This design comes from an exercise in tuning for small area on the open sky130 flow, not from production work. The RTL was checked by simulation tests, not by an equivalence proof against the original design.

==> flow/design.v (excerpt) <==
module FIR (input wire clk, input wire rst, input wire data_i_en, input wire [24:0] data_i,
  output wire data_o_en, output wire [24:0] data_o);
Size in the first run: ~1100 flip-flops, roughly 54 I/O pins, about 0.068 mm² of cells after synthesis.
make LEC_CHECK=0 CAP_MARGIN=5 CORE_MARGIN=2 CORE_UTILIZATION=75 CTS_BUF_LIST='sky130_fd_sc_hd__clkbuf_8 sky130_fd_sc_hd__clkbuf_16' CTS_CLUSTER_DIAMETER=150 CTS_CLUSTER_SIZE=24 SLEW_MARGIN=5 SYNTH_HIERARCHICAL=1 SYNTH_MINIMUM_KEEP_SIZE=0 finish   # period 8.0 ns
run.sh (not shown) runs the stock make flow with config.mk's settings and CLKGATE_MAP_FILE= SYNTH_SCRIPT=/design/flow/synth_recipe.tcl, a recipe that flattens the netlist after the stock synthesis.
Edit:
- CAP_MARGIN: 5 -> 20
- CORE_UTILIZATION: 75 -> 70
- CTS_BUF_LIST: sky130_fd_sc_hd__clkbuf_8 sky130_fd_sc_hd__clkbuf_16 -> sky130_fd_sc_hd__clkbuf_16
- CTS_CLUSTER_SIZE: 24 -> 26
- SLEW_MARGIN: 5 -> 20
Outcome: Setup slack improves by 0.058 ns. Hold slack improves by 0.0054 ns. Fmax grows by 0.74%. Synthesized cell count does not change. Wire length goes down by 1.2%. Clock-buffer cell count drops by 3. Global-route usage fell by 2.6 points. Register-to-register slack improves by 0.06 ns.
Edit:
- CORE_UTILIZATION: 70 -> 75
- CTS_BUF_LIST: sky130_fd_sc_hd__clkbuf_16 -> sky130_fd_sc_hd__clkbuf_4 sky130_fd_sc_hd__clkbuf_8
- CTS_CLUSTER_DIAMETER: 150 -> 60
- CTS_CLUSTER_SIZE: 26 -> 12
- The new run went through all stages and came out clean
- worst setup slack gains 0.029 ns
- clock-buffer cell count is higher by 70
Edit:
- CTS_BUF_LIST: sky130_fd_sc_hd__clkbuf_4 sky130_fd_sc_hd__clkbuf_8 -> sky130_fd_sc_hd__clkbuf_8 sky130_fd_sc_hd__clkbuf_16
- CTS_CLUSTER_DIAMETER: 60 -> 90
- CTS_CLUSTER_SIZE: 12 -> 24
- final area went down by about 0.46%
- clock skew decreases by 0.021 ns
- wire length stays flat
Edit:
- CORE_UTILIZATION: 75 -> 65
- CTS_CLUSTER_SIZE: 24 -> 28
After rerunning: The new run passed the timing, design-rule and antenna checks. Critical path depth is lower by 2. Via count is lower by a few percent. Synthesized cell count stays the same. Area after synthesis stays the same. Count of clock-buffer cells in the layout is lower by 7. Flip-flop and latch count is unchanged. Die area is higher by about a fifth. Routed wire length is lower slightly. Worst setup slack is worse by 0.13 ns.

========
FIR again, from the RTL that the note above started with.
## FIR
module FIR (input wire clk, input wire rst, input wire data_i_en, input wire [24:0] data_i,
  output wire data_o_en, output wire [24:0] data_o);
reg [5:0] cnt;
assign data_o_en = (cnt == 6'd39);
always @(posedge clk) if (rst) cnt <= 6'd0; else if (data_i_en && cnt != 6'd39) cnt <= cnt + 6'd1;
wire [24:0] d0 = {~data_i[24], data_i[23:0]};
reg [24:0] d1;
reg [24:0] d2;
reg [24:0] d3;
reg [24:0] d4;
always @(posedge clk) if (data_i_en) begin
  d1 <= d0;
  d2 <= d1;
  d3 <= d2;
  d4 <= d3;
end
reg r_c33o9k11_1;
reg r_c33o9k22_2;
reg r_c3o3k4_3;
reg r_c3o3k17_4;
reg r_dl3o4b3_5;
reg r_dl3o4b16_6;
reg r_dl3o5b2_7;
reg r_dl3o5b15_8;
reg r_dl3o5b26_9;
reg r_c9o0k7_10;
reg r_c9o0k20_11;
reg r_c105o0k7_12;
reg r_c105o0k20_13;
reg r_c105o0k31_14;
reg r_dl105o2b5_15;
reg r_dl105o2b6_16;
reg r_dl105o2b18_17;
reg r_dl105o2b19_18;
reg r_dl105o2b29_19;
reg r_dl105o2b30_20;
reg r_c4329o2k18_21;
reg r_c4329o2k29_22;
reg r_dl3o6b1_23;
reg r_dl3o6b14_24;
reg r_dl3o6b25_25;
reg r_dl3o8b0_26;
reg r_dl3o8b12_27;
reg r_dl3o8b13_28;
reg r_dl3o8b23_29;
reg r_dl3o8b24_30;
reg r_dl3o9b11_31;
reg r_dl3o9b22_32;
reg r_dl3o10b10_33;
reg r_dl3o10b21_34;
reg r_c19o10k10_35;
reg r_c19o10k21_36;
reg r_c19561o0k20_37;
reg r_c19561o0k31_38;
reg r_dl9o2b5_39;
reg r_dl9o2b6_40;
reg r_dl9o2b18_41;
reg r_dl9o2b19_42;
reg r_dl9o3b4_43;
reg r_dl9o3b17_44;
reg r_dl9o3b28_45;
reg r_dl9o4b3_46;
reg r_dl9o4b16_47;
reg r_dl9o4b27_48;
reg r_dl9o5b2_49;
reg r_dl9o5b15_50;
reg r_dl9o5b26_51;
reg r_c25o5k15_52;
reg r_c25o5k26_53;
reg r_dl9o6b1_54;
reg r_dl9o6b14_55;
reg r_dl9o6b25_56;
reg r_c2049o0k20_57;
reg r_c2049o0k31_58;
reg r_c2625o0k7_59;
reg r_c2625o0k20_60;
reg r_c2625o0k31_61;
reg r_dl2625o1b6_62;
reg r_dl2625o1b19_63;
reg r_dl2625o1b30_64;
reg r_dl2625o3b4_65;
reg r_dl2625o3b5_66;
reg r_dl2625o3b17_67;
reg r_dl2625o3b18_68;
reg r_dl2625o3b28_69;
reg r_dl2625o3b29_70;
reg r_c2725o3k4_71;
reg r_c2725o3k17_72;
reg r_c2725o3k28_73;
reg r_dl3o11b9_74;
reg r_dl3o11b20_75;
reg r_dl3o12b8_76;
  ...
Settings: LEC_CHECK=0, CAP_MARGIN=20, CORE_MARGIN=2, CORE_UTILIZATION=75, CTS_BUF_LIST=sky130_fd_sc_hd__clkbuf_8 sky130_fd_sc_hd__clkbuf_16, CTS_CLUSTER_DIAMETER=250, CTS_CLUSTER_SIZE=24, SLEW_MARGIN=20, SYNTH_HIERARCHICAL=1, SYNTH_MINIMUM_KEEP_SIZE=0; clock period 8.0 ns.
Next try:
--- a/flow/config.mk
+++ b/flow/config.mk
@@ -7,3 +7,3 @@
 export LEC_CHECK = 0
-export CAP_MARGIN = 20
+export CAP_MARGIN = 10
 export CORE_MARGIN = 2
@@ -11,5 +11,5 @@
 export CTS_BUF_LIST = sky130_fd_sc_hd__clkbuf_8 sky130_fd_sc_hd__clkbuf_16
-export CTS_CLUSTER_DIAMETER = 250
+export CTS_CLUSTER_DIAMETER = 150
 export CTS_CLUSTER_SIZE = 24
-export SLEW_MARGIN = 20
+export SLEW_MARGIN = 10
 export SYNTH_HIERARCHICAL = 1
Effect: Register-to-register slack degrades by 90 ps; sequential share of layout area stays flat; utilization hardly moves.

-- separate check: timing with driven ports --
The flow's constraints put no driver on any port. The routed layouts listed below were extracted and timed again, unchanged, in two steps. Step 1 assumes that a clkbuf_16 drives the clock port and a buf_2 every other input. Step 2 also shifts input and output timing later by t, the mid clock arrival at the registers, as if the neighbouring blocks saw the same clock. Slacks: no drivers / after step 1 / after step 2; pairs: no drivers / after step 1.
run | t (ns) | slack for setup (ns) | worst setup path after step 2 | worst register clock-pin slew, ns | cell pins on the clock port's net
the first run of note 1 | 0.734 | 0.203 / 0.203 / 0.203 | register to register | 0.11 / 0.11 | 1
the second run of note 1 | 0.748 | 0.261 / 0.261 / 0.261 | register to register | 0.12 / 0.12 | 1
the third run of note 1 | 0.887 | 0.289 / 0.289 / 0.289 | register to register | 0.10 / 0.10 | 1
the fourth run of note 1 | 0.756 | 0.290 / 0.290 / 0.290 | register to register | 0.11 / 0.11 | 1
the fifth run of note 1 | 0.766 | 0.165 / 0.165 / 0.165 | register to register | 0.12 / 0.12 | 1
the first run of note 2 | 0.758 | 0.290 / 0.290 / 0.290 | register to register | 0.12 / 0.12 | 1
the second run of note 2 | 0.734 | 0.203 / 0.203 / 0.203 | register to register | 0.11 / 0.11 | 1
After both steps every run listed still meets setup and hold.
